Context: an optimization exercise on an open-source flow, tuned for small area. The choices shown serve that exercise and are no tape-out recipe. Where RTL was checked, it was by simulation tests only, not by an equivalence proof against the original. The RTL of runs 1 to 3 was laid out without a check of its function.

==> flow/config.mk <==
export PLATFORM = sky130hd
export DESIGN_NAME = fixed_point_divider
export DESIGN_NICKNAME = fixed_point_divider
export VERILOG_FILES = /design/flow/design.v
export SDC_FILE = /design/flow/constraint.sdc
export NUM_CORES = 4
export LEC_CHECK = 0
export CAP_MARGIN = 20
export CORE_MARGIN = 2
export CORE_UTILIZATION = 60
export SLEW_MARGIN = 20
==> flow/constraint.sdc <==
create_clock -name core_clock -period 10.0 [get_ports {clk}]
set_input_delay 2.0000 -clock core_clock [delete_from_list [all_inputs] [get_ports {clk}]]
set_output_delay 2.0000 -clock core_clock [all_outputs]
set_load 0.01 [all_outputs]
==> flow/design.v <==
`timescale 1ns / 100ps
module fixed_point_divider #(
    IN_WIDTH = 12,
    OUT_WIDTH = 12
) (
    input clk,
    input rst_n,
    input logic din_valid,
    input  logic signed [ IN_WIDTH-1:0] rs1,
    input  logic signed [ IN_WIDTH-1:0] rs2,
    output logic        [OUT_WIDTH-1:0] rd,
    output logic                        dout_valid
);
  logic [21:0] vld;
  always_ff @(posedge clk or negedge rst_n) begin
    if (!rst_n) begin
      vld <= '0;
      dout_valid <= 1'b0;
    end else begin
      vld <= {vld[20:0], din_valid};
      dout_valid <= vld[21];
    end
  end
  wire [10:0] a = rs1[10:0];
  wire [10:0] b = rs2[10:0];
  wire [10:0] A0 = rs1[11] ? 11'(-a) : a;
  wire [10:0] B0 = rs2[11] ? 11'(-b) : b;
  wire [10:0] nB0 = ~B0;
  wire sat = ({1'b0, A0[10:1]} >= B0);
  wire [11:0] s0_t = {1'b0, A0};
  wire [10:0] s0_g = ~s0_t[10:0] & ~nB0;
  wire [10:0] s0_p = ~(s0_t[10:0] ^ ~nB0);
  wire s0_G1_0 = s0_g[1] | (s0_p[1] & s0_g[0]);
  wire s0_G2_0 = s0_g[2] | (s0_p[2] & s0_G1_0);
  wire s0_G3_0 = s0_g[3] | (s0_p[3] & s0_G2_0);
  wire s0_G4_0 = s0_g[4] | (s0_p[4] & s0_G3_0);
  wire s0_G5_0 = s0_g[5] | (s0_p[5] & s0_G4_0);
  wire s0_G6_0 = s0_g[6] | (s0_p[6] & s0_G5_0);
  wire s0_G7_0 = s0_g[7] | (s0_p[7] & s0_G6_0);
  wire s0_G8_0 = s0_g[8] | (s0_p[8] & s0_G7_0);
  wire s0_G9_0 = s0_g[9] | (s0_p[9] & s0_G8_0);
  wire s0_G10_0 = s0_g[10] | (s0_p[10] & s0_G9_0);
  wire [11:0] s0_c = {s0_G10_0, s0_G9_0, s0_G8_0, s0_G7_0, s0_G6_0, s0_G5_0, s0_G4_0, s0_G3_0, s0_G2_0, s0_G1_0, s0_g[0], 1'b0};
  wire [11:0] s0_bw = s0_c;
  wire s0_q = s0_t[11] | ~s0_bw[11];
  wire [11:0] s0_cc = ~s0_bw;
  wire [10:0] s0_r = s0_q ? (s0_t[10:0] ^ nB0 ^ s0_cc[10:0]) : s0_t[10:0];
  wire [10:0] nB1 = nB0 | {11{sat}};
  wire [0:0] q0 = s0_q;
  logic [10:0] r_p1;
  logic [10:0] nB_p1;
  logic [0:0] q_p1;
  always_ff @(posedge clk) begin
    r_p1 <= ~s0_r;
    nB_p1 <= ~nB1;
    q_p1 <= q0;
  end
  wire [11:0] s1_t = {(~r_p1), 1'b0};
  wire [10:0] s1_g = ~s1_t[10:0] & ~(~nB_p1);
  wire [10:0] s1_p = ~(s1_t[10:0] ^ ~(~nB_p1));
  wire s1_G1_0 = s1_g[1] | (s1_p[1] & s1_g[0]);
  wire s1_G2_0 = s1_g[2] | (s1_p[2] & s1_G1_0);
  wire s1_G3_0 = s1_g[3] | (s1_p[3] & s1_G2_0);
  wire s1_G4_0 = s1_g[4] | (s1_p[4] & s1_G3_0);
  wire s1_G5_0 = s1_g[5] | (s1_p[5] & s1_G4_0);
  wire s1_G6_0 = s1_g[6] | (s1_p[6] & s1_G5_0);
  wire s1_G7_0 = s1_g[7] | (s1_p[7] & s1_G6_0);
  wire s1_G8_0 = s1_g[8] | (s1_p[8] & s1_G7_0);
  wire s1_G9_0 = s1_g[9] | (s1_p[9] & s1_G8_0);
  wire s1_G10_0 = s1_g[10] | (s1_p[10] & s1_G9_0);
  wire [11:0] s1_c = {s1_G10_0, s1_G9_0, s1_G8_0, s1_G7_0, s1_G6_0, s1_G5_0, s1_G4_0, s1_G3_0, s1_G2_0, s1_G1_0, s1_g[0], 1'b0};
  wire [11:0] s1_bw = s1_c;
  wire s1_q = s1_t[11] | ~s1_bw[11];
  wire [11:0] s1_cc = ~s1_bw;
  wire [10:0] s1_r = s1_q ? (s1_t[10:0] ^ (~nB_p1) ^ s1_cc[10:0]) : s1_t[10:0];
  wire [1:0] q1 = {q_p1, s1_q};
  wire [11:0] s2_t = {s1_r, 1'b0};
  wire [10:0] s2_g = ~s2_t[10:0] & ~(~nB_p1);
  wire [10:0] s2_p = ~(s2_t[10:0] ^ ~(~nB_p1));
  wire s2_G1_0 = s2_g[1] | (s2_p[1] & s2_g[0]);
  wire s2_G2_0 = s2_g[2] | (s2_p[2] & s2_G1_0);
  wire s2_G3_0 = s2_g[3] | (s2_p[3] & s2_G2_0);
  wire s2_G4_0 = s2_g[4] | (s2_p[4] & s2_G3_0);
  wire s2_G5_0 = s2_g[5] | (s2_p[5] & s2_G4_0);
  wire s2_G6_0 = s2_g[6] | (s2_p[6] & s2_G5_0);
  wire s2_G7_0 = s2_g[7] | (s2_p[7] & s2_G6_0);
  wire s2_G8_0 = s2_g[8] | (s2_p[8] & s2_G7_0);
  wire s2_G9_0 = s2_g[9] | (s2_p[9] & s2_G8_0);
  wire s2_G10_0 = s2_g[10] | (s2_p[10] & s2_G9_0);
  wire [11:0] s2_c = {s2_G10_0, s2_G9_0, s2_G8_0, s2_G7_0, s2_G6_0, s2_G5_0, s2_G4_0, s2_G3_0, s2_G2_0, s2_G1_0, s2_g[0], 1'b0};
  wire [11:0] s2_bw = s2_c;
  wire s2_q = s2_t[11] | ~s2_bw[11];
  wire [11:0] s2_cc = ~s2_bw;
  wire [10:0] s2_r = s2_q ? (s2_t[10:0] ^ (~nB_p1) ^ s2_cc[10:0]) : s2_t[10:0];
  wire [2:0] q2 = {q1, s2_q};
  logic [10:0] r_p2;
  logic [10:0] nB_p2;
  logic [2:0] q_p2;
  always_ff @(posedge clk) begin
    r_p2 <= ~s2_r;
    nB_p2 <= ~(~nB_p1);
    q_p2 <= q2;
  end
  wire [11:0] s3_t = {(~r_p2), 1'b0};
  wire [10:0] s3_g = ~s3_t[10:0] & ~(~nB_p2);
  wire [10:0] s3_p = ~(s3_t[10:0] ^ ~(~nB_p2));
  wire s3_G1_0 = s3_g[1] | (s3_p[1] & s3_g[0]);
  wire s3_G2_0 = s3_g[2] | (s3_p[2] & s3_G1_0);
  wire s3_G3_0 = s3_g[3] | (s3_p[3] & s3_G2_0);
  wire s3_G4_0 = s3_g[4] | (s3_p[4] & s3_G3_0);
  wire s3_G5_0 = s3_g[5] | (s3_p[5] & s3_G4_0);
  wire s3_G6_0 = s3_g[6] | (s3_p[6] & s3_G5_0);
  wire s3_G7_0 = s3_g[7] | (s3_p[7] & s3_G6_0);
  wire s3_G8_0 = s3_g[8] | (s3_p[8] & s3_G7_0);
  wire s3_G9_0 = s3_g[9] | (s3_p[9] & s3_G8_0);
  wire s3_G10_0 = s3_g[10] | (s3_p[10] & s3_G9_0);
  wire [11:0] s3_c = {s3_G10_0, s3_G9_0, s3_G8_0, s3_G7_0, s3_G6_0, s3_G5_0, s3_G4_0, s3_G3_0, s3_G2_0, s3_G1_0, s3_g[0], 1'b0};
  wire [11:0] s3_bw = s3_c;
  wire s3_q = s3_t[11] | ~s3_bw[11];
  wire [11:0] s3_cc = ~s3_bw;
  wire [10:0] s3_r = s3_q ? (s3_t[10:0] ^ (~nB_p2) ^ s3_cc[10:0]) : s3_t[10:0];
  wire [3:0] q3 = {q_p2, s3_q};
  wire [11:0] s4_t = {s3_r, 1'b0};
  wire [10:0] s4_g = ~s4_t[10:0] & ~(~nB_p2);
  wire [10:0] s4_p = ~(s4_t[10:0] ^ ~(~nB_p2));
  wire s4_G1_0 = s4_g[1] | (s4_p[1] & s4_g[0]);
  wire s4_G2_0 = s4_g[2] | (s4_p[2] & s4_G1_0);
  wire s4_G3_0 = s4_g[3] | (s4_p[3] & s4_G2_0);
  wire s4_G4_0 = s4_g[4] | (s4_p[4] & s4_G3_0);
  wire s4_G5_0 = s4_g[5] | (s4_p[5] & s4_G4_0);
  wire s4_G6_0 = s4_g[6] | (s4_p[6] & s4_G5_0);
  wire s4_G7_0 = s4_g[7] | (s4_p[7] & s4_G6_0);
  wire s4_G8_0 = s4_g[8] | (s4_p[8] & s4_G7_0);
  wire s4_G9_0 = s4_g[9] | (s4_p[9] & s4_G8_0);
  wire s4_G10_0 = s4_g[10] | (s4_p[10] & s4_G9_0);
  wire [11:0] s4_c = {s4_G10_0, s4_G9_0, s4_G8_0, s4_G7_0, s4_G6_0, s4_G5_0, s4_G4_0, s4_G3_0, s4_G2_0, s4_G1_0, s4_g[0], 1'b0};
  wire [11:0] s4_bw = s4_c;
  wire s4_q = s4_t[11] | ~s4_bw[11];
  wire [11:0] s4_cc = ~s4_bw;
  wire [10:0] s4_r = s4_q ? (s4_t[10:0] ^ (~nB_p2) ^ s4_cc[10:0]) : s4_t[10:0];
  wire [4:0] q4 = {q3, s4_q};
  logic [10:0] r_p3;
  logic [10:0] nB_p3;
  logic [4:0] q_p3;
  always_ff @(posedge clk) begin
    r_p3 <= ~s4_r;
    nB_p3 <= ~(~nB_p2);
    q_p3 <= q4;
  end
  wire [11:0] s5_t = {(~r_p3), 1'b0};
  wire [10:0] s5_g = ~s5_t[10:0] & ~(~nB_p3);
  wire [10:0] s5_p = ~(s5_t[10:0] ^ ~(~nB_p3));
  wire s5_G1_0 = s5_g[1] | (s5_p[1] & s5_g[0]);
  wire s5_G2_0 = s5_g[2] | (s5_p[2] & s5_G1_0);
  wire s5_G3_0 = s5_g[3] | (s5_p[3] & s5_G2_0);
  wire s5_G4_0 = s5_g[4] | (s5_p[4] & s5_G3_0);
  wire s5_G5_0 = s5_g[5] | (s5_p[5] & s5_G4_0);
  wire s5_G6_0 = s5_g[6] | (s5_p[6] & s5_G5_0);
  wire s5_G7_0 = s5_g[7] | (s5_p[7] & s5_G6_0);
  wire s5_G8_0 = s5_g[8] | (s5_p[8] & s5_G7_0);
  wire s5_G9_0 = s5_g[9] | (s5_p[9] & s5_G8_0);
  wire s5_G10_0 = s5_g[10] | (s5_p[10] & s5_G9_0);
  wire [11:0] s5_c = {s5_G10_0, s5_G9_0, s5_G8_0, s5_G7_0, s5_G6_0, s5_G5_0, s5_G4_0, s5_G3_0, s5_G2_0, s5_G1_0, s5_g[0], 1'b0};
  wire [11:0] s5_bw = s5_c;
  wire s5_q = s5_t[11] | ~s5_bw[11];
  wire [11:0] s5_cc = ~s5_bw;
  wire [10:0] s5_r = s5_q ? (s5_t[10:0] ^ (~nB_p3) ^ s5_cc[10:0]) : s5_t[10:0];
  wire [5:0] q5 = {q_p3, s5_q};
  wire [11:0] s6_t = {s5_r, 1'b0};
  wire [10:0] s6_g = ~s6_t[10:0] & ~(~nB_p3);
  wire [10:0] s6_p = ~(s6_t[10:0] ^ ~(~nB_p3));
  wire s6_G1_0 = s6_g[1] | (s6_p[1] & s6_g[0]);
  wire s6_G2_0 = s6_g[2] | (s6_p[2] & s6_G1_0);
  wire s6_G3_0 = s6_g[3] | (s6_p[3] & s6_G2_0);
  wire s6_G4_0 = s6_g[4] | (s6_p[4] & s6_G3_0);
  wire s6_G5_0 = s6_g[5] | (s6_p[5] & s6_G4_0);
  wire s6_G6_0 = s6_g[6] | (s6_p[6] & s6_G5_0);
  wire s6_G7_0 = s6_g[7] | (s6_p[7] & s6_G6_0);
  wire s6_G8_0 = s6_g[8] | (s6_p[8] & s6_G7_0);
  wire s6_G9_0 = s6_g[9] | (s6_p[9] & s6_G8_0);
  wire s6_G10_0 = s6_g[10] | (s6_p[10] & s6_G9_0);
  wire [11:0] s6_c = {s6_G10_0, s6_G9_0, s6_G8_0, s6_G7_0, s6_G6_0, s6_G5_0, s6_G4_0, s6_G3_0, s6_G2_0, s6_G1_0, s6_g[0], 1'b0};
  wire [11:0] s6_bw = s6_c;
  wire s6_q = s6_t[11] | ~s6_bw[11];
  wire [11:0] s6_cc = ~s6_bw;
  wire [10:0] s6_r = s6_q ? (s6_t[10:0] ^ (~nB_p3) ^ s6_cc[10:0]) : s6_t[10:0];
  wire [6:0] q6 = {q5, s6_q};
  logic [10:0] r_p4;
  logic [10:0] nB_p4;
  logic [6:0] q_p4;
  always_ff @(posedge clk) begin
    r_p4 <= ~s6_r;
    nB_p4 <= ~(~nB_p3);
    q_p4 <= q6;
  end
  wire [11:0] s7_t = {(~r_p4), 1'b0};
  wire [10:0] s7_g = ~s7_t[10:0] & ~(~nB_p4);
  wire [10:0] s7_p = ~(s7_t[10:0] ^ ~(~nB_p4));
  wire s7_G1_0 = s7_g[1] | (s7_p[1] & s7_g[0]);
  wire s7_G2_0 = s7_g[2] | (s7_p[2] & s7_G1_0);
  wire s7_G3_0 = s7_g[3] | (s7_p[3] & s7_G2_0);
  wire s7_G4_0 = s7_g[4] | (s7_p[4] & s7_G3_0);
  wire s7_G5_0 = s7_g[5] | (s7_p[5] & s7_G4_0);
  wire s7_G6_0 = s7_g[6] | (s7_p[6] & s7_G5_0);
  wire s7_G7_0 = s7_g[7] | (s7_p[7] & s7_G6_0);
  wire s7_G8_0 = s7_g[8] | (s7_p[8] & s7_G7_0);
  wire s7_G9_0 = s7_g[9] | (s7_p[9] & s7_G8_0);
  wire s7_G10_0 = s7_g[10] | (s7_p[10] & s7_G9_0);
  wire [11:0] s7_c = {s7_G10_0, s7_G9_0, s7_G8_0, s7_G7_0, s7_G6_0, s7_G5_0, s7_G4_0, s7_G3_0, s7_G2_0, s7_G1_0, s7_g[0], 1'b0};
  wire [11:0] s7_bw = s7_c;
  wire s7_q = s7_t[11] | ~s7_bw[11];
  wire [11:0] s7_cc = ~s7_bw;
  wire [10:0] s7_r = s7_q ? (s7_t[10:0] ^ (~nB_p4) ^ s7_cc[10:0]) : s7_t[10:0];
  wire [7:0] q7 = {q_p4, s7_q};
  wire [11:0] s8_t = {s7_r, 1'b0};
  wire [10:0] s8_g = ~s8_t[10:0] & ~(~nB_p4);
  wire [10:0] s8_p = ~(s8_t[10:0] ^ ~(~nB_p4));
  wire s8_G1_0 = s8_g[1] | (s8_p[1] & s8_g[0]);
  wire s8_G2_0 = s8_g[2] | (s8_p[2] & s8_G1_0);
  wire s8_G3_0 = s8_g[3] | (s8_p[3] & s8_G2_0);
  wire s8_G4_0 = s8_g[4] | (s8_p[4] & s8_G3_0);
  wire s8_G5_0 = s8_g[5] | (s8_p[5] & s8_G4_0);
  wire s8_G6_0 = s8_g[6] | (s8_p[6] & s8_G5_0);
  wire s8_G7_0 = s8_g[7] | (s8_p[7] & s8_G6_0);
  wire s8_G8_0 = s8_g[8] | (s8_p[8] & s8_G7_0);
  wire s8_G9_0 = s8_g[9] | (s8_p[9] & s8_G8_0);
  wire s8_G10_0 = s8_g[10] | (s8_p[10] & s8_G9_0);
  wire [11:0] s8_c = {s8_G10_0, s8_G9_0, s8_G8_0, s8_G7_0, s8_G6_0, s8_G5_0, s8_G4_0, s8_G3_0, s8_G2_0, s8_G1_0, s8_g[0], 1'b0};
  wire [11:0] s8_bw = s8_c;
  wire s8_q = s8_t[11] | ~s8_bw[11];
  wire [11:0] s8_cc = ~s8_bw;
  wire [10:0] s8_r = s8_q ? (s8_t[10:0] ^ (~nB_p4) ^ s8_cc[10:0]) : s8_t[10:0];
  wire [8:0] q8 = {q7, s8_q};
  logic [10:0] r_p5;
  logic [10:0] nB_p5;
  logic [8:0] q_p5;
  always_ff @(posedge clk) begin
    r_p5 <= ~s8_r;
    nB_p5 <= ~(~nB_p4);
    q_p5 <= q8;
  end
  wire [11:0] s9_t = {(~r_p5), 1'b0};
  wire [10:0] s9_g = ~s9_t[10:0] & ~(~nB_p5);
  wire [10:0] s9_p = ~(s9_t[10:0] ^ ~(~nB_p5));
  wire s9_G1_0 = s9_g[1] | (s9_p[1] & s9_g[0]);
  wire s9_G2_0 = s9_g[2] | (s9_p[2] & s9_G1_0);
  wire s9_G3_0 = s9_g[3] | (s9_p[3] & s9_G2_0);
  wire s9_G4_0 = s9_g[4] | (s9_p[4] & s9_G3_0);
  wire s9_G5_0 = s9_g[5] | (s9_p[5] & s9_G4_0);
  wire s9_G6_0 = s9_g[6] | (s9_p[6] & s9_G5_0);
  wire s9_G7_0 = s9_g[7] | (s9_p[7] & s9_G6_0);
  wire s9_G8_0 = s9_g[8] | (s9_p[8] & s9_G7_0);
  wire s9_G9_0 = s9_g[9] | (s9_p[9] & s9_G8_0);
  wire s9_G10_0 = s9_g[10] | (s9_p[10] & s9_G9_0);
  wire [11:0] s9_c = {s9_G10_0, s9_G9_0, s9_G8_0, s9_G7_0, s9_G6_0, s9_G5_0, s9_G4_0, s9_G3_0, s9_G2_0, s9_G1_0, s9_g[0], 1'b0};
  wire [11:0] s9_bw = s9_c;
  wire s9_q = s9_t[11] | ~s9_bw[11];
  wire [11:0] s9_cc = ~s9_bw;
  wire [10:0] s9_r = s9_q ? (s9_t[10:0] ^ (~nB_p5) ^ s9_cc[10:0]) : s9_t[10:0];
  wire [9:0] q9 = {q_p5, s9_q};
  wire [11:0] s10_t = {s9_r, 1'b0};
  wire [10:0] s10_g = ~s10_t[10:0] & ~(~nB_p5);
  wire [10:0] s10_p = ~(s10_t[10:0] ^ ~(~nB_p5));
  wire s10_G1_0 = s10_g[1] | (s10_p[1] & s10_g[0]);
  wire s10_G3_2 = s10_g[3] | (s10_p[3] & s10_g[2]);
  wire s10_P3_2 = s10_p[3] & s10_p[2];
  wire s10_G5_4 = s10_g[5] | (s10_p[5] & s10_g[4]);
  wire s10_P5_4 = s10_p[5] & s10_p[4];
  wire s10_G7_6 = s10_g[7] | (s10_p[7] & s10_g[6]);
  wire s10_P7_6 = s10_p[7] & s10_p[6];
  wire s10_G9_8 = s10_g[9] | (s10_p[9] & s10_g[8]);
  wire s10_P9_8 = s10_p[9] & s10_p[8];
  wire s10_G3_0 = s10_G3_2 | (s10_P3_2 & s10_G1_0);
  wire s10_G7_4 = s10_G7_6 | (s10_P7_6 & s10_G5_4);
  wire s10_P7_4 = s10_P7_6 & s10_P5_4;
  wire s10_G7_0 = s10_G7_4 | (s10_P7_4 & s10_G3_0);
  wire s10_G5_0 = s10_G5_4 | (s10_P5_4 & s10_G3_0);
  wire s10_G9_0 = s10_G9_8 | (s10_P9_8 & s10_G7_0);
  wire s10_G2_0 = s10_g[2] | (s10_p[2] & s10_G1_0);
  wire s10_G4_0 = s10_g[4] | (s10_p[4] & s10_G3_0);
  wire s10_G6_0 = s10_g[6] | (s10_p[6] & s10_G5_0);
  wire s10_G8_0 = s10_g[8] | (s10_p[8] & s10_G7_0);
  wire s10_G10_0 = s10_g[10] | (s10_p[10] & s10_G9_0);
  wire [11:0] s10_c = {s10_G10_0, s10_G9_0, s10_G8_0, s10_G7_0, s10_G6_0, s10_G5_0, s10_G4_0, s10_G3_0, s10_G2_0, s10_G1_0, s10_g[0], 1'b0};
  wire [11:0] s10_bw = s10_c;
  wire s10_q = s10_t[11] | ~s10_bw[11];
  wire [11:0] s10_cc = ~s10_bw;
  wire [10:0] s10_r = s10_q ? (s10_t[10:0] ^ (~nB_p5) ^ s10_cc[10:0]) : s10_t[10:0];
  wire [10:0] q10 = {q9, s10_q};
  wire [11:0] s11_t = {s10_r, 1'b0};
  wire [10:0] s11_g = ~s11_t[10:0] & ~(~nB_p5);
  wire [10:0] s11_p = ~(s11_t[10:0] ^ ~(~nB_p5));
  wire s11_G1_0 = s11_g[1] | (s11_p[1] & s11_g[0]);
  wire s11_G3_2 = s11_g[3] | (s11_p[3] & s11_g[2]);
  wire s11_P3_2 = s11_p[3] & s11_p[2];
  wire s11_G5_4 = s11_g[5] | (s11_p[5] & s11_g[4]);
  wire s11_P5_4 = s11_p[5] & s11_p[4];
  wire s11_G7_6 = s11_g[7] | (s11_p[7] & s11_g[6]);
  wire s11_P7_6 = s11_p[7] & s11_p[6];
  wire s11_G9_8 = s11_g[9] | (s11_p[9] & s11_g[8]);
  wire s11_P9_8 = s11_p[9] & s11_p[8];
  wire s11_G2_0 = s11_g[2] | (s11_p[2] & s11_G1_0);
  wire s11_G3_0 = s11_G3_2 | (s11_P3_2 & s11_G1_0);
  wire s11_G6_4 = s11_g[6] | (s11_p[6] & s11_G5_4);
  wire s11_P6_4 = s11_p[6] & s11_P5_4;
  wire s11_G7_4 = s11_G7_6 | (s11_P7_6 & s11_G5_4);
  wire s11_P7_4 = s11_P7_6 & s11_P5_4;
  wire s11_G10_8 = s11_g[10] | (s11_p[10] & s11_G9_8);
  wire s11_P10_8 = s11_p[10] & s11_P9_8;
  wire s11_G4_0 = s11_g[4] | (s11_p[4] & s11_G3_0);
  wire s11_G5_0 = s11_G5_4 | (s11_P5_4 & s11_G3_0);
  wire s11_G6_0 = s11_G6_4 | (s11_P6_4 & s11_G3_0);
  wire s11_G7_0 = s11_G7_4 | (s11_P7_4 & s11_G3_0);
  wire s11_G8_0 = s11_g[8] | (s11_p[8] & s11_G7_0);
  wire s11_G9_0 = s11_G9_8 | (s11_P9_8 & s11_G7_0);
  wire s11_G10_0 = s11_G10_8 | (s11_P10_8 & s11_G7_0);
  wire [11:0] s11_c = {s11_G10_0, s11_G9_0, s11_G8_0, s11_G7_0, s11_G6_0, s11_G5_0, s11_G4_0, s11_G3_0, s11_G2_0, s11_G1_0, s11_g[0], 1'b0};
  wire [11:0] s11_bw = s11_c;
  wire s11_q = s11_t[11] | ~s11_bw[11];
  wire [11:0] s11_cc = ~s11_bw;
  wire [11:0] q11 = {q10, s11_q};
  logic [11:0] q_p6;
  always_ff @(posedge clk) begin
    q_p6 <= q11;
  end
  logic [11:0] dl[16];
  always_ff @(posedge clk) begin
    dl[0] <= q_p6;
    for (int i = 1; i < 16; i++) dl[i] <= dl[i-1];
    rd <= dl[15];
  end
endmodule
==> flow/flow/run.sh <==
#!/bin/bash
# Layout flow: the standard ORFS flow (standard.sh), with two changes to
# how the layout is built:
#  - ports are buffered with sky130_fd_sc_hd__buf_1 instead of the buffer
#    ORFS picks by itself (a 10 um2 clock-delay buffer);
#  - clock tree synthesis uses clkbuf_8 leaf clusters and no dummy loads.
# Everything else (synthesis, floorplan, power grid, placement, routing) is
# the standard flow.  The full output goes to flow.log in this folder; the
# per-step ORFS logs are under orfs/logs/.
set -euo pipefail
cd "$(dirname "$0")/.."
export BUFFER_PORTS_ARGS="-buffer_cell sky130_fd_sc_hd__buf_1"
export CTS_ARGS="-sink_clustering_enable -repair_clock_nets -dont_use_dummy_load -buf_list sky130_fd_sc_hd__clkbuf_8 -sink_clustering_size 24 -sink_clustering_max_diameter 60"
bash standard.sh > flow.log 2>&1
==> flow/standard.sh <==
#!/bin/bash
# synth_recipe.tcl (not shown) runs the flow's synth.tcl, then flattens the netlist and writes it again
# the make line also repeats each setting of config.mk as NAME=value (left out here)
make -C /OpenROAD-flow-scripts/flow DESIGN_CONFIG=/design/flow/config.mk WORK_HOME=/design/flow/orfs CLKGATE_MAP_FILE= SYNTH_SCRIPT=/design/flow/synth_recipe.tcl "${@:-finish}"
==> impl_metrics.env, run 1 <==
export IMPL_core_area_mm2=0.02023
export IMPL_hpwl_um=12250
export IMPL_gr_total_overflow=0
export IMPL_gp_congestion=0.7879
export IMPL_num_rows=52
export IMPL_crit_required_ps=10400
export IMPL_synth_simple_area_share=0.03779
export IMPL_nNetsFinal=1076
export IMPL_postCtsSetupBuffers=0
export IMPL_path_max_fanout=12
export IMPL_fmax_ghz=0.1068
export IMPL_diodes=0
export IMPL_finalHoldViolCount=0
export IMPL_rsz0062_at_grt="false"
export IMPL_maxCapViolCount=0
export IMPL_track_usage=0.1647
export IMPL_final_cell_mix="dfxtp_1 (351), fa_1 (106), mux2_2 (69)"
export IMPL_timing_final_crit_share=0.9363
export IMPL_grt_first_pass_wirelength_um=29710
export IMPL_path_buf_inv=4
export IMPL_finalCriticalPeriod_ps=9363
export IMPL_slowest_stage="fa_1"
export IMPL_ys_ff_latch=374
export IMPL_postCtsResizedCells=0
export IMPL_multi_input_area_mm2=0.004468
export IMPL_start_kind="flip-flop"
export IMPL_synth_top_family_by_area="adder cells"
export IMPL_yosys_area_share_xor_xnor=0.01560
export IMPL_cts_root_buffer="clkbuf_8"
export IMPL_start_util=0.6104
export IMPL_h_tree_depth=1
export IMPL_drive_gt1_frac=0.1132
export IMPL_setup_viol=0
export IMPL_endpoint_kind="flip-flop"
export IMPL_grt_pass1_vias=6303
export IMPL_crit_arrival_ps=9760
export IMPL_via_count=5814
export IMPL_netlist_area_mm2=0.01235
export IMPL_cp_top_family="adder cells"
export IMPL_critPathKind="flip-flop to flip-flop"
export IMPL_cp_common_cell="fa_1"
export IMPL_tns_ps=0
export IMPL_tritoncts_num_buffers=24
export IMPL_wire_per_inst_um=13.61
export IMPL_synth_compound_area_frac=0.03333
export IMPL_nFillCells=1514
export IMPL_skew_ps=65.12
export IMPL_cts_max_path_buffers=3
export IMPL_synthCells=858
export IMPL_top_level_ports=40
export IMPL_maxSlewHeadroom=0.5157
export IMPL_final_common_cell="dfxtp_1"
export IMPL_die_area_mm2=0.02175
export IMPL_cts_tree="yes"
export IMPL_drtIter0Drc=183
export IMPL_clkSinkCount=374
export IMPL_area_delta_synth_final_pct=6.341
export IMPL_die_x_um=147.5
export IMPL_cts_hold_fix_buffers=0
export IMPL_yosys_warnings=2
export IMPL_via_per_inst=4.927
export IMPL_synth_adder_area_share=0.2032
export IMPL_regArea_mm2=0.007602
export IMPL_clk_pin_slew_worst_paths_ps=110
export IMPL_synth_area_per_cell_um2=14.39
export IMPL_ys_types=41
export IMPL_io_buffers=39
export IMPL_grt_max_degree=25
export IMPL_totalWireLength_um=16060
export IMPL_tightest_slew_ps=724.3
export IMPL_dr_pass1_iters=4
export IMPL_antenna_left=0
export IMPL_slowest_delay_ps=440
export IMPL_hp_class="flip-flop to flip-flop"
export IMPL_status="no timing/DRC/antenna violations"
export IMPL_antenna_found_initial=0
export IMPL_synthesis_nets=1022
export IMPL_die_h_um=147.5
export IMPL_worstSkewPairLatency_ps=520
export IMPL_slew_violations=0
export IMPL_seq_area_frac_synth=0.6155
export IMPL_drc=0
export IMPL_muxShareOfSynthArea=0.07183
-- through the flow --
step | instances | hold WS (ps) | setup slack, ps | util | cell area (um2)
after floorplan | 858 | 309.6 | 901.6 | - | 12350
after global placement | 1156 | 309.6 | 660.8 | 0.6327 | 12800
after detailed placement | 1156 | 312.1 | 566.2 | 0.6327 | 12800
after CTS | 1180 | 249.0 | 480.7 | 0.6490 | 13130
after global routing | 1180 | 246.3 | 82.68 | 0.6491 | 13130
final | 1180 | 249.2 | 637.2 | 0.6491 | 13130
-- Yosys cell counts (all sizes together) --
cell	count	area [um2]
dfxtp	351	7027
fa	106	2122
mux2	69	777.0
nand2	63	236.5
inv	58	217.7
ha	31	387.9
nor2	29	108.9
dfrtp	23	575.6
a21oi	19	95.09
xnor2	16	140.1
o21ai	12	60.06
mux2i	11	110.1
clkbuf	8	30.03
buf	7	32.53
o31ai	6	45.04
xor2	6	52.55
a21o	5	37.54
nand2b	5	31.28
o21a	4	30.03
nand3	3	15.01
nor2b	3	18.77
o41ai	3	33.79
or3	3	23.77
a2111oi	2	17.52
a211o	2	17.52
a31oi	2	27.53
a211oi	1	7.510
a31o	1	8.760
and2	1	6.260
and3	1	6.260
nand4	1	6.260
o2111ai	1	8.760
o21bai	1	7.510
o22ai	1	6.260
o31a	1	8.760
or2	1	6.260
or4	1	7.510
-- layer usage --
| metal | track usage | vias to the layer above | share of wire |
|---|---|---|---|
| met5 | 0 | - | 0 |
| met4 | 0.04038 | 0 | 0.018 |
| met3 | 0.02407 | 20 | 0.035 |
| met2 | 0.2769 | 64 | 0.48 |
| met1 | 0.2295 | 2897 | 0.47 |
| li1 | - | 2833 | - |
-- layout make-up --
class,instances,area share
tap,270,0.02572
timing repair buffer,43,0.01353
multi-input combinational,411,0.3402
inverter,58,0.01658
clock buffer,24,0.02515
sequential,374,0.5788
-- final timing paths --
path                           from    endpoint  slack, ps  cells after the start
hold / removal              q_p2[2]     q_p3[4]        250                      0
min in group asynchronous     rst_n  dout_valid       1420                      1
hold reg to reg             q_p2[2]     q_p3[4]        250                      0
setup reg to reg           nB_p3[0]     r_p4[6]        640                     28
setup / recovery           nB_p3[0]     r_p4[6]        640                     28
max in group asynchronous     rst_n      vld[7]       8200                      1
-- cells by family after synthesis --
group,count (synthesis)
mux,80
compound gates,61
flops,374
xor+xnor,22
buf+inv,73
simple gates,111
fa+ha+maj,137
-- worst register-to-register path: cells and delay by family, from the launching register on --
kind	cells	cell delay, ps
adders and majority gates	20	7470
buffers and inverters	4	280
DFF	1	390
muxes	1	400
and+or+nand+nor	3	680
-- sequential cells by signal, summed over array words and instances, names as in the netlist, 7 cells and up --
name	flops
r_p5	11
nB_p3	11
rd	12
q_p6	12
dl	192
r_p4	11
r_p2	11
nB_p2	11
r_p1	11
nB_p4	11
nB_p1	11
q_p5	9
vld	22
nB_p5	11
r_p3	11
q_p4	7
==> inputs of run 2 (changes only) <==
--- a/flow/config.mk
+++ b/flow/config.mk
@@ -8,4 +8,4 @@
 export CAP_MARGIN = 20
 export CORE_MARGIN = 2
-export CORE_UTILIZATION = 60
+export CORE_UTILIZATION = 70
 export SLEW_MARGIN = 20
==> run 2 against run 1 <==
Effect of this change:
- critical path depth stayed put
- global-route usage is 2.8 points higher
- largest cell class unchanged
- synthesized area stayed put
- still clean on timing, DRC and antenna
- synthesized cell count stayed put
- clock-buffer cell count is 3 lower
==> impl_metrics.env, run 2 <==
export IMPL_status="no timing/DRC/antenna violations"
export IMPL_clk_pin_slew_worst_paths_ps=120
export IMPL_top_level_ports=40
export IMPL_synthCells=858
export IMPL_cp_common_cell="fa_1"
export IMPL_fmax_ghz=0.1073
export IMPL_maxCapViolCount=0
export IMPL_antenna_found_initial=1
export IMPL_cts_max_path_buffers=3
export IMPL_wire_per_inst_um=14.50
export IMPL_grt_first_pass_wirelength_um=28920
export IMPL_die_x_um=136.8
export IMPL_synth_top_area_share=0.5689
export IMPL_worstSkewPairLatency_ps=540
export IMPL_ys_ff_latch=374
export IMPL_start_util=0.7140
export IMPL_cts_root_buffer="clkbuf_8"
export IMPL_via_per_inst=5.111
export IMPL_setup_ws_ps=681.7
export IMPL_antenna_left=0
export IMPL_area_delta_synth_final_pct=5.511
export IMPL_via_count=5780
export IMPL_crit_required_ps=10400
export IMPL_start_kind="flip-flop"
export IMPL_die_h_um=136.8
export IMPL_synth_area_leader_cell="dfxtp_1"
export IMPL_slowest_stage="fa_1"
export IMPL_rsz0062_at_grt="false"
export IMPL_gp_congestion=0.8462
export IMPL_place_ws_ps=419.4
export IMPL_drtIter0Drc=162
export IMPL_ys_types=41
export IMPL_nNetsFinal=1072
export IMPL_clkSinkCount=374
export IMPL_dr_pass1_iters=4
export IMPL_skew_ps=71.86
export IMPL_final_cell_mix="dfxtp_1 (351), fa_1 (106), mux2_2 (69)"
export IMPL_r2r_start="nB_p3[0]"
export IMPL_synth_area_per_cell_um2=14.39
export IMPL_core_area_mm2=0.01730
export IMPL_drive_gt1_frac=0.1104
export IMPL_cts_tree="yes"
export IMPL_h_tree_depth=1
export IMPL_ys_top_cells_by_count="dfxtp_1 (351), fa_1 (106), mux2_2 (69), nand2_1 (63), inv_1 (58)"
export IMPL_slowest_delay_ps=440
export IMPL_die_area_mm2=0.01872
export IMPL_top_regs="dl: 192 flops, vld: 22 flops"
export IMPL_finalCriticalPeriod_ps=9318
export IMPL_min_path_cells=0
export IMPL_seq_area_frac_synth=0.6155
export IMPL_synth_flop_cell="dfxtp_1"
export IMPL_hp_class="flip-flop to flip-flop"
export IMPL_synth_edf_count=0
export IMPL_endpoint_kind="flip-flop"
export IMPL_gr_total_overflow=0
export IMPL_yosys_warnings=2
export IMPL_tns_ps=0
export IMPL_postCtsSetupBuffers=0
export IMPL_num_rows=48
export IMPL_synth_most_common_cell="dfxtp_1"
export IMPL_tritoncts_num_buffers=21
export IMPL_timing_final_crit_share=0.9318
export IMPL_drc=0
export IMPL_grt_pass1_vias=6294
export IMPL_netlist_area_mm2=0.01235
export IMPL_tightest_slew_ps=773.9
export IMPL_netlist_top_cells_area="dfxtp_1 (57%), fa_1 (17%), mux2_2 (6.3%), dfrtp_1 (4.7%), ha_1 (3.1%)"
export IMPL_post_route_util=0.7534
export IMPL_diodes=0
export IMPL_hpwl_um=12540
export IMPL_io_buffers=39
export IMPL_critPathKind="flip-flop to flip-flop"
export IMPL_async_reset_ff_frac=0.06150
export IMPL_hold_start="dl[0][4]"
export IMPL_synthesis_nets=1022
export IMPL_largest_reg_flops=192
export IMPL_track_usage=0.1925
export IMPL_regMostFlops="dl"
export IMPL_crit_arrival_ps=9720
export IMPL_cp_startpoint="nB_p3[0]"
export IMPL_final_common_cell="dfxtp_1"
export IMPL_nFillCells=1098
export IMPL_grt_max_degree=25
export IMPL_path_max_fanout=15
export IMPL_finalHoldViolCount=0
export IMPL_maxSlewHeadroom=0.4830
export IMPL_setup_viol=0
export IMPL_r2r_cells=28
export IMPL_slew_violations=0
export IMPL_totalWireLength_um=16400
==> run 2: cell counts after synthesis <==
Identical to the previous run, type by type.
==> run 2: final timing paths <==
| check | to | slack (ps) |
|---|---|---|
| hold reg to reg | dl[1][4] | 300 |
| hold / removal | dl[1][4] | 300 |
| min in group asynchronous | dout_valid | 1410 |
| setup / recovery | r_p4[9] | 680 |
| setup reg to reg | r_p4[9] | 680 |
| max in group asynchronous | vld[4] | 8230 |
==> run 2: what timing repair did <==
item	4_1_cts	5_1_grt
gates resized for setup	0	1
setup endpoints to repair	0	4
hold buffers	0	0
==> run 2: metrics by stage <==
step | hold WS (ps) | instances | instance area (um2)
3_5_place_dp | 312.1 | 1110 | 12740
6_report | 303.9 | 1131 | 13030
2_1_floorplan | 309.6 | 858 | 12350
4_1_cts | 295.1 | 1131 | 13030
3_3_place_gp | 310.1 | 1110 | 12740
5_1_grt | 310.9 | 1131 | 13030
==> run 2: area by class of cell <==
cell class              instances  area (um2)  area share
multi-input cells             411        4471      0.3431
inverters                      58       217.7     0.01671
repair buffers                 42       170.2     0.01306
clock buffers                  21       289.0     0.02218
well taps                     225       281.5     0.02160
flip-flops and latches        374        7602      0.5834
==> run 2: kinds of logic (layout without fill, tap and decap cells) <==
| group | Yosys count | after routing | synth area share |
|---|---|---|---|
| compound gates | 61 | 61 | 0.03333 |
| buf+inv | 73 | 121 | 0.02269 |
| simple gates | 111 | 111 | 0.03779 |
| xor+xnor | 22 | 22 | 0.01560 |
| mux | 80 | 80 | 0.07183 |
| flops | 374 | 374 | 0.6155 |
| fa+ha+maj | 137 | 137 | 0.2032 |
==> run 2: critical path, delay by kind of cell, from the launching register on <==
kind,cells,cell delay (ps)
adder cells (fa/ha/maj),20,7360
AND/OR/NAND/NOR,3,790
multiplexers,1,390
flip-flops,1,370
buffers and inverters,4,280
==> run 2: metal layers <==
metal / vias to the layer above / part of all wire / GRT usage
met5: - / 0 / 0
met4: 0 / 0.016 / 0.04296
met3: 24 / 0.035 / 0.03593
met2: 72 / 0.49 / 0.3272
met1: 2857 / 0.46 / 0.2609
li1: 2827 / - / -
==> inputs of run 3 (changes only) <==
--- a/flow/flow/run.sh
+++ b/flow/flow/run.sh
@@ -11,4 +11,4 @@
 cd "$(dirname "$0")/.."
 export BUFFER_PORTS_ARGS="-buffer_cell sky130_fd_sc_hd__buf_1"
-export CTS_ARGS="-sink_clustering_enable -repair_clock_nets -dont_use_dummy_load -buf_list sky130_fd_sc_hd__clkbuf_8 -sink_clustering_size 24 -sink_clustering_max_diameter 60"
+export CTS_ARGS="-sink_clustering_enable -repair_clock_nets -dont_use_dummy_load -buf_list sky130_fd_sc_hd__clkbuf_8 -sink_clustering_size 20 -sink_clustering_max_diameter 50"
 bash standard.sh > flow.log 2>&1
--- a/flow/config.mk
+++ b/flow/config.mk
@@ -8,4 +8,4 @@
 export CAP_MARGIN = 20
 export CORE_MARGIN = 2
-export CORE_UTILIZATION = 70
+export CORE_UTILIZATION = 60
 export SLEW_MARGIN = 20
==> run 3 against run 2 <==
Effect of this change:
- die area increased by 16%
- synthesized area stayed put
- clock skew fell by 15 ps
- sequential share of layout area is 0.76 points lower
- synthesized cell count unchanged
- critical path type unchanged
- largest cell class unchanged
==> impl_metrics.env, run 3 <==
export IMPL_status="no timing/DRC/antenna violations"
export IMPL_final_area_mm2=0.01320
export IMPL_maxCapViolCount=0
export IMPL_whs_ps=262.5
export IMPL_nFillCells=1510
export IMPL_netlist_area_mm2=0.01235
export IMPL_start_util=0.6104
export IMPL_top_level_ports=40
export IMPL_min_path_cells=0
export IMPL_cts_max_path_buffers=3
export IMPL_drc=0
export IMPL_cts_hold_fix_buffers=0
export IMPL_timing_final_crit_share=0.9357
export IMPL_cts_root_buffer="clkbuf_8"
export IMPL_start_kind="flip-flop"
export IMPL_via_count=5867
export IMPL_core_area_mm2=0.02023
export IMPL_rsz0062_at_grt="false"
export IMPL_dr_pass1_iters=4
export IMPL_hpwl_um=12250
export IMPL_hp_class="flip-flop to flip-flop"
export IMPL_synth_flop_cell="dfxtp_1"
export IMPL_finalCriticalPeriod_ps=9357
export IMPL_synthCells=858
export IMPL_place_area_mm2=0.01280
export IMPL_tritoncts_num_buffers=29
export IMPL_top_regs="dl: 192 flops, vld: 22 flops"
export IMPL_endpoint_kind="flip-flop"
export IMPL_seq_area_frac_synth=0.6155
export IMPL_slowest_stage="fa_1"
export IMPL_drive_gt1_frac=0.1180
export IMPL_slew_violations=0
export IMPL_maxSlewHeadroom=0.5188
export IMPL_synth_top_family_by_area="adder cells"
export IMPL_drtIter0Drc=158
export IMPL_crit_arrival_ps=9770
export IMPL_netlist_top_cells_area="dfxtp_1 (57%), fa_1 (17%), mux2_2 (6.3%), dfrtp_1 (4.7%), ha_1 (3.1%)"
export IMPL_clkSinkCount=374
export IMPL_ys_ff_latch=374
export IMPL_num_rows=52
export IMPL_grt_use_met3=0.02284
export IMPL_antenna_found_initial=0
export IMPL_die_x_um=147.5
export IMPL_clk_pin_slew_worst_paths_ps=100
export IMPL_tns_ps=0
export IMPL_setup_viol=0
export IMPL_grt_max_degree=24
export IMPL_synth_compound_area_frac=0.03333
export IMPL_finalHoldViolCount=0
export IMPL_worstSkewPairLatency_ps=540
export IMPL_synth_area_per_cell_um2=14.39
export IMPL_path_max_fanout=12
export IMPL_r2r_cells=28
export IMPL_synthesis_nets=1022
export IMPL_synth_simple_area_share=0.03779
export IMPL_skew_ps=57.05
export IMPL_area_delta_synth_final_pct=6.899
export IMPL_cts_tree="yes"
export IMPL_grt_pass1_vias=6368
export IMPL_gp_congestion=0.7879
export IMPL_grt_first_pass_wirelength_um=29940
export IMPL_met1_usage=0.2302
export IMPL_yosys_warnings=2
export IMPL_io_buffers=39
export IMPL_critPathKind="flip-flop to flip-flop"
export IMPL_crit_required_ps=10410
export IMPL_largest_reg_flops=192
export IMPL_yosys_area_share_xor_xnor=0.01560
export IMPL_wire_per_inst_um=13.57
export IMPL_synth_adder_area_share=0.2032
export IMPL_async_reset_ff_frac=0.06150
export IMPL_regArea_mm2=0.007602
export IMPL_regMostFlops="dl"
export IMPL_die_area_mm2=0.02175
export IMPL_grt_use_met2=0.2787
export IMPL_post_route_util=0.6525
export IMPL_busiest_layer="met2"
export IMPL_synth_edf_count=0
export IMPL_fmax_ghz=0.1069
export IMPL_antenna_left=0
export IMPL_cp_common_cell="fa_1"
export IMPL_slowest_delay_ps=450
export IMPL_diodes=0
export IMPL_muxShareOfSynthArea=0.07183
export IMPL_ys_top_cells_by_count="dfxtp_1 (351), fa_1 (106), mux2_2 (69), nand2_1 (63), inv_1 (58)"
export IMPL_postCtsSetupBuffers=0
export IMPL_final_common_cell="dfxtp_1"
export IMPL_h_tree_depth=1
export IMPL_ys_types=41
export IMPL_postCtsResizedCells=0
export IMPL_synth_area_leader_cell="dfxtp_1"
export IMPL_synth_top_area_share=0.5689
export IMPL_track_usage=0.1660
export IMPL_nNetsFinal=1081
export IMPL_tightest_slew_ps=719.7
export IMPL_die_h_um=147.5
export IMPL_synth_most_common_cell="dfxtp_1"
export IMPL_final_cell_mix="dfxtp_1 (351), fa_1 (106), mux2_2 (69)"
export IMPL_gr_total_overflow=0
export IMPL_via_per_inst=4.951
export IMPL_totalWireLength_um=16090
export IMPL_multi_input_area_mm2=0.004468
run 3: changes by cell type in the layout (fill, tap and decap cells not counted), sizes merged:
cell,delta
buf,+1
clkbuf,+8
run 3: logic make-up (layout without fill, tap and decap cells):
| kind of cell | after synthesis | count (layout) |
|---|---|---|
| compound gates | 61 | 61 |
| xor+xnor | 22 | 22 |
| fa+ha+maj | 137 | 137 |
| buf+inv | 73 | 130 |
| flops | 374 | 374 |
| mux | 80 | 80 |
| simple gates | 111 | 111 |
run 3: final cells by class:
type | instances | area share
repair buffers | 43 | 0.01346
well taps | 270 | 0.02559
flip-flops and latches | 374 | 0.5758
clock buffers | 29 | 0.03023
inverters | 58 | 0.01649
multi-input cells | 411 | 0.3384
run 3: worst max-delay path, delay by kind of cell (launching register included):
family	cells	cell delay (ps)
muxes	1	400
DFF	1	360
adders and majority gates	20	7490
buffers and inverters	4	270
and+or+nand+nor	3	730
run 3: worst paths after layout:
path | startpoint | end | slack [ps]
min in group asynchronous | rst_n | dout_valid | 1400
min reg2reg | q_p2[2] | q_p3[4] | 260
max in group asynchronous | rst_n | vld[7] | 8220
min | q_p2[2] | q_p3[4] | 260
max reg2reg | nB_p4[0] | r_p5[3] | 640
max | nB_p4[0] | r_p5[3] | 640
run 3: routing by layer:
metal	routed length, um	up-vias
met4	336	0
met3	617	25
met5	0	-
met2	7723	85
li1	-	2847
met1	7409	2910
run 3: metrics by stage:
step                      cells  worst slack, ps
after floorplan             858            901.6
after detailed placement   1156            566.2
final                      1185            643.2
after global placement     1156            660.8
after CTS                  1185            541.0
after global routing       1185            134.3
==> inputs of run 4 (changes only) <==
--- a/flow/design.v
+++ b/flow/design.v
@@ -24,6 +24,13 @@
   wire [10:0] a = rs1[10:0];
   wire [10:0] b = rs2[10:0];
-  wire [10:0] A0 = rs1[11] ? 11'(-a) : a;
-  wire [10:0] B0 = rs2[11] ? 11'(-b) : b;
+  wire [11:0] ma, mb;
+  assign ma[0] = 1'b0;
+  assign mb[0] = 1'b0;
+  for (genvar i = 0; i < 11; i++) begin : g_neg
+    assign ma[i+1] = ma[i] | (rs1[11] & a[i]);
+    assign mb[i+1] = mb[i] | (rs2[11] & b[i]);
+  end
+  wire [10:0] A0 = a ^ ma[10:0];
+  wire [10:0] B0 = b ^ mb[10:0];
   wire [10:0] nB0 = ~B0;
   wire sat = ({1'b0, A0[10:1]} >= B0);
--- a/flow/flow/run.sh
+++ b/flow/flow/run.sh
@@ -11,4 +11,4 @@
 cd "$(dirname "$0")/.."
 export BUFFER_PORTS_ARGS="-buffer_cell sky130_fd_sc_hd__buf_1"
-export CTS_ARGS="-sink_clustering_enable -repair_clock_nets -dont_use_dummy_load -buf_list sky130_fd_sc_hd__clkbuf_8 -sink_clustering_size 20 -sink_clustering_max_diameter 50"
+export CTS_ARGS="-sink_clustering_enable -repair_clock_nets -dont_use_dummy_load -buf_list sky130_fd_sc_hd__clkbuf_8 -sink_clustering_size 22 -sink_clustering_max_diameter 50"
 bash standard.sh > flow.log 2>&1
--- a/flow/config.mk
+++ b/flow/config.mk
@@ -8,4 +8,4 @@
 export CAP_MARGIN = 20
 export CORE_MARGIN = 2
-export CORE_UTILIZATION = 60
+export CORE_UTILIZATION = 75
 export SLEW_MARGIN = 20
==> run 4 against run 3 <==
Effect of this change:
- still clean on timing, DRC and antenna
- critical path depth is the same
- register-to-register slack lost 30 ps
- clock-buffer cell count shrank 3
- worst hold slack gained 1.8 ps
- design area shrank 0.95%
- sequential share of layout area grew 0.55 points
- core utilization grew 17 points
- maximum frequency shrank 0.28%
- synthesized cell count shrank 1.7%
- global-route usage grew 7.7 points
- die area shrank 20%
- critical path type unchanged
==> impl_metrics.env, run 4 <==
export IMPL_status="no timing/DRC/antenna violations"
export IMPL_slowest_delay_ps=440
export IMPL_postCtsSetupBuffers=0
export IMPL_clk_pin_slew_worst_paths_ps=110
export IMPL_crit_required_ps=10400
export IMPL_min_path_cells=0
export IMPL_gr_total_overflow=0
export IMPL_synth_area_leader_cell="dfxtp_1"
export IMPL_dr_pass1_iters=5
export IMPL_io_buffers=39
export IMPL_tightest_slew_ps=714.0
export IMPL_start_kind="flip-flop"
export IMPL_start_util=0.7726
export IMPL_grt_max_degree=24
export IMPL_largest_reg_flops=192
export IMPL_netlist_area_mm2=0.01232
export IMPL_cts_max_path_buffers=3
export IMPL_num_rows=46
export IMPL_clkSinkCount=374
export IMPL_track_usage=0.2429
export IMPL_grt_pass1_vias=6801
export IMPL_die_h_um=132.2
export IMPL_drc=0
export IMPL_postCtsResizedCells=0
export IMPL_diodes=0
export IMPL_yosys_warnings=2
export IMPL_hold_start="q_p1"
export IMPL_cts_root_buffer="clkbuf_8"
export IMPL_core_area_mm2=0.01594
export IMPL_r2r_start="nB_p2[0]"
export IMPL_totalWireLength_um=19130
export IMPL_antenna_left=0
export IMPL_top_level_ports=40
export IMPL_synth_flop_cell="dfxtp_1"
export IMPL_synthesis_nets=1005
export IMPL_final_cell_mix="dfxtp_1 (351), fa_1 (106), mux2_2 (77)"
export IMPL_synthCells=843
export IMPL_ys_types=42
export IMPL_gp_congestion=0.7963
export IMPL_via_count=5904
export IMPL_area_delta_synth_final_pct=6.176
export IMPL_top_regs="dl: 192 flops, vld: 22 flops"
export IMPL_path_max_fanout=12
export IMPL_timing_final_crit_share=0.9383
export IMPL_tritoncts_num_buffers=26
export IMPL_wire_per_inst_um=17.15
export IMPL_cp_top_family="adder cells"
export IMPL_synth_top_area_share=0.5705
export IMPL_synth_most_common_cell="dfxtp_1"
export IMPL_drive_gt1_frac=0.1290
export IMPL_setup_viol=0
export IMPL_via_per_inst=5.295
export IMPL_synth_area_per_cell_um2=14.61
export IMPL_tns_ps=0
export IMPL_async_reset_ff_frac=0.06150
export IMPL_worstSkewPairLatency_ps=560
export IMPL_ys_ff_latch=374
export IMPL_path_buf_inv=4
export IMPL_r2r_cells=28
export IMPL_finalCriticalPeriod_ps=9383
export IMPL_h_tree_depth=1
export IMPL_drtIter0Drc=241
export IMPL_grt_first_pass_wirelength_um=33750
export IMPL_netlist_top_cells_area="dfxtp_1 (57%), fa_1 (17%), mux2_2 (7.0%), dfrtp_1 (4.7%), ha_1 (2.9%)"
export IMPL_crit_cells=28
export IMPL_finalHoldViolCount=0
export IMPL_rrSetupSlack_ps=620
export IMPL_hp_class="flip-flop to flip-flop"
export IMPL_cp_startpoint="nB_p2[0]"
export IMPL_regMostFlops="dl"
export IMPL_final_common_cell="dfxtp_1"
export IMPL_crit_arrival_ps=9790
export IMPL_die_area_mm2=0.01746
export IMPL_critPathKind="flip-flop to flip-flop"
export IMPL_die_x_um=132.2
export IMPL_seq_area_frac_synth=0.6172
export IMPL_cp_common_cell="fa_1"
export IMPL_maxCapViolCount=0
export IMPL_ys_top_cells_by_count="dfxtp_1 (351), fa_1 (106), mux2_2 (77), inv_1 (58), nand2_1 (48)"
export IMPL_slew_violations=0
export IMPL_antenna_found_initial=0
export IMPL_maxSlewHeadroom=0.5117
export IMPL_synth_edf_count=0
export IMPL_rsz0062_at_grt="false"
export IMPL_fmax_ghz=0.1066
export IMPL_slowest_stage="fa_1"
export IMPL_cts_tree="yes"
export IMPL_skew_ps=67.87
export IMPL_cts_hold_fix_buffers=0
export IMPL_whs_ps=264.3
export IMPL_hpwl_um=12980
export IMPL_nNetsFinal=1063
export IMPL_endpoint_kind="flip-flop"
run 4: worst paths after layout:
path                       endpoint
max                         r_p3[5]
min in group asynchronous   vld[11]
min reg2reg                 q_p2[2]
min                         q_p2[2]
max reg2reg                 r_p3[5]
max in group asynchronous    vld[0]
run 4: cells by family after synthesis:
family                     synth area share
buffers and inverters               0.02194
xor gates and xnor gates            0.01778
AOI/OAI and AO/OA                   0.03027
and+or+nand+nor                     0.03251
DFF                                  0.6172
muxes                               0.07853
adders and majority gates            0.2017
run 4: metal layers:
metal | vias up | share of wire | track usage
li1 | 2800 | - | -
met1 | 2953 | 0.41 | 0.3082
met2 | 107 | 0.52 | 0.4334
met3 | 44 | 0.042 | 0.04191
met4 | 0 | 0.023 | 0.06824
met5 | - | 0 | 0
run 4: through the flow:
step | cell area (um2) | std cells | worst slack (ps) | util
floorplan | 12320 | 843 | 756.4 | -
global route | 13080 | 1115 | 75.71 | 0.8203
CTS | 13080 | 1115 | 515.9 | 0.8202
global placement | 12720 | 1089 | 784.4 | 0.7978
detailed placement | 12720 | 1089 | 575.3 | 0.7978
finish | 13080 | 1115 | 616.7 | 0.8203
run 4: worst register-to-register path, delay by kind of cell (launching register included):
kind / cells / cell delay [ps]
adders and majority gates: 20 / 7400
and+or+nand+nor: 3 / 770
muxes: 1 / 400
DFF: 1 / 370
buffers and inverters: 4 / 290
run 4: layout make-up:
class | count | area, um2
tap | 216 | 270.3
multi-input combinational | 397 | 4444
inverter | 58 | 217.7
fill | 795 | 2865
sequential | 374 | 7602
clock buffer | 26 | 357.8
timing repair buffer | 44 | 185.2
==> inputs of run 5 (changes only) <==
--- a/flow/config.mk
+++ b/flow/config.mk
@@ -8,4 +8,4 @@
 export CAP_MARGIN = 20
 export CORE_MARGIN = 2
-export CORE_UTILIZATION = 75
+export CORE_UTILIZATION = 70
 export SLEW_MARGIN = 20
==> run 5 against run 4 <==
Effect of this change:
- still clean on timing, DRC and antenna
- critical path type unchanged
- setup slack improved by 3.3 ps
- core utilization fell by 6.0 points
- routed wire length fell by 13%
- global-route usage is 4.5 points lower
==> impl_metrics.env, run 5 <==
export IMPL_status="no timing/DRC/antenna violations"
export IMPL_track_usage=0.1983
export IMPL_dr_pass1_iters=4
export IMPL_die_h_um=136.6
export IMPL_gr_total_overflow=0
export IMPL_start_util=0.7146
export IMPL_synth_area_leader_cell="dfxtp_1"
export IMPL_seq_area_frac_synth=0.6172
export IMPL_synthesis_nets=1005
export IMPL_die_area_mm2=0.01867
export IMPL_regArea_mm2=0.007602
export IMPL_die_x_um=136.6
export IMPL_ys_types=42
export IMPL_finalCriticalPeriod_ps=9380
export IMPL_cts_root_buffer="clkbuf_8"
export IMPL_yosys_warnings=2
export IMPL_maxSlewHeadroom=0.4995
export IMPL_cts_tree="yes"
export IMPL_ys_top_cells_by_count="dfxtp_1 (351), fa_1 (106), mux2_2 (77), inv_1 (58), nand2_1 (48)"
export IMPL_cp_common_cell="fa_1"
export IMPL_via_per_inst=5.145
export IMPL_nNetsFinal=1064
export IMPL_area_delta_synth_final_pct=6.359
export IMPL_antenna_left=0
export IMPL_tightest_slew_ps=731.8
export IMPL_slew_violations=0
export IMPL_via_count=5788
export IMPL_synth_edf_count=0
export IMPL_async_reset_ff_frac=0.06150
export IMPL_maxCapViolCount=0
export IMPL_cts_max_path_buffers=3
export IMPL_critPathKind="flip-flop to flip-flop"
export IMPL_postCtsSetupBuffers=0
export IMPL_tritoncts_num_buffers=27
export IMPL_final_common_cell="dfxtp_1"
export IMPL_worstSkewPairLatency_ps=560
export IMPL_synth_most_common_cell="dfxtp_1"
export IMPL_start_kind="flip-flop"
export IMPL_largest_reg_flops=192
export IMPL_grt_max_degree=24
export IMPL_drive_gt1_frac=0.1300
export IMPL_synth_area_per_cell_um2=14.61
export IMPL_grt_pass1_vias=6411
export IMPL_netlist_top_cells_area="dfxtp_1 (57%), fa_1 (17%), mux2_2 (7.0%), dfrtp_1 (4.7%), ha_1 (2.9%)"
export IMPL_synthCells=843
export IMPL_clkSinkCount=374
export IMPL_ys_ff_latch=374
export IMPL_endpoint_kind="flip-flop"
export IMPL_slowest_stage="fa_1"
export IMPL_multi_input_area_mm2=0.004444
export IMPL_num_rows=48
export IMPL_rsz0062_at_grt="false"
export IMPL_path_max_fanout=12
export IMPL_top_level_ports=40
export IMPL_netlist_area_mm2=0.01232
export IMPL_grt_first_pass_wirelength_um=29570
export IMPL_h_tree_depth=1
export IMPL_finalHoldViolCount=0
export IMPL_io_buffers=39
export IMPL_timing_final_crit_share=0.9380
export IMPL_postCtsResizedCells=0
export IMPL_finalNonFillerCells=1125
export IMPL_drc=0
export IMPL_post_route_util=0.7600
export IMPL_totalWireLength_um=16550
export IMPL_gp_congestion=0.7867
export IMPL_wire_per_inst_um=14.71
export IMPL_antenna_found_initial=0
export IMPL_skew_ps=54.91
export IMPL_crit_required_ps=10420
export IMPL_diodes=0
export IMPL_drtIter0Drc=199
export IMPL_slowest_delay_ps=450
export IMPL_hp_class="flip-flop to flip-flop"
export IMPL_synth_flop_cell="dfxtp_1"
export IMPL_hpwl_um=12530
export IMPL_setup_viol=0
export IMPL_core_area_mm2=0.01724
export IMPL_fmax_ghz=0.1066
export IMPL_crit_arrival_ps=9800
export IMPL_clk_pin_slew_worst_paths_ps=90
export IMPL_cts_hold_fix_buffers=0
export IMPL_dp_cells=1097
export IMPL_nFillCells=1061
export IMPL_top_regs="dl: 192 flops, vld: 22 flops"
export IMPL_regMostFlops="dl"
export IMPL_final_cell_mix="dfxtp_1 (351), fa_1 (106), mux2_2 (77)"
export IMPL_tns_ps=0
export IMPL_synth_top_area_share=0.5705
run 5: cell counts after synthesis:
Identical to the previous run, type by type.
run 5: worst max-delay path, delay by kind of cell, from the launching register on:
kind | cells | cell delay, ps
muxes | 1 | 400
buffers and inverters | 4 | 270
and+or+nand+nor | 3 | 750
DFF | 1 | 380
adders and majority gates | 20 | 7470
run 5: per-stage QoR:
stage	instance area (um2)	worst slack, ps	hold slack, ps
after global placement	12720	727.0	309.6
after detailed placement	12720	623.8	312.1
after floorplan	12320	756.4	309.6
after global routing	13100	136.4	285.9
after CTS	13090	529.0	280.1
final	13100	620.0	278.5
run 5: per-layer routing:
metal | GRT usage | share of wire
met1 | 0.2572 | 0.45
met5 | 0 | 0
met2 | 0.3439 | 0.49
met4 | 0.05903 | 0.023
met3 | 0.03407 | 0.044
run 5: cells by family (layout without fill, tap and decap cells):
group | after synthesis | count (layout) | share of synthesized area
flip-flops | 374 | 374 | 0.6172
adder cells (fa/ha/maj) | 135 | 135 | 0.2017
AND/OR/NAND/NOR | 94 | 94 | 0.03251
multiplexers | 87 | 87 | 0.07853
buffers and inverters | 72 | 129 | 0.02194
AO/OA/AOI/OAI | 56 | 56 | 0.03027
XOR/XNOR | 25 | 25 | 0.01778
run 5: layout make-up:
cell class / instances / share of cell area
well taps: 225 / 0.02149
repair buffers: 44 / 0.01394
inverters: 58 / 0.01662
clock buffers: 27 / 0.02837
flip-flops and latches: 374 / 0.5803
multi-input cells: 397 / 0.3393
run 5: worst paths after layout:
check / from / endpoint / slack, ps / cells past startpoint
hold / removal: q_p4[6] / q_p5[8] / 280 / 0
setup / recovery: nB_p2[0] / r_p3[9] / 620 / 28
setup reg to reg: nB_p2[0] / r_p3[9] / 620 / 28
min in group asynchronous: rst_n / vld[17] / 1410 / 1
hold reg to reg: q_p4[6] / q_p5[8] / 280 / 0
max in group asynchronous: rst_n / vld[12] / 8190 / 1

==> static timing again, ports no longer ideal <==
The flow's constraints put no driver on any port. The routed layouts listed below were extracted and timed again, unchanged, in two steps. Step 1 (the two cells are an assumption about what drives the block):
set clk [get_ports {clk}]
set_driving_cell -lib_cell sky130_fd_sc_hd__clkbuf_16 $clk
set_driving_cell -lib_cell sky130_fd_sc_hd__buf_2 [delete_from_list [all_inputs] $clk]
Step 2 times the ports against the registers' clock, not the clock port: input delays grow and output delays shrink by t, the midpoint of the rising clock arrivals with the driver on. Three values: ideal, step 1, step 2; two values: the first two.
| run | t (ns) | setup WS [ns] | worst setup path after step 2 | worst register clock-pin slew, ns |
|---|---|---|---|---|
| run 1 | 0.547 | 0.637 / 0.637 / 0.637 | register to register | 0.13 / 0.13 |
| run 2 | 0.552 | 0.682 / 0.682 / 0.682 | register to register | 0.12 / 0.12 |
| run 3 | 0.564 | 0.643 / 0.643 / 0.643 | register to register | 0.11 / 0.11 |
| run 4 | 0.568 | 0.617 / 0.617 / 0.617 | register to register | 0.12 / 0.12 |
| run 5 | 0.579 | 0.620 / 0.620 / 0.620 | register to register | 0.11 / 0.11 |
After both steps setup and hold are still met in every run listed.
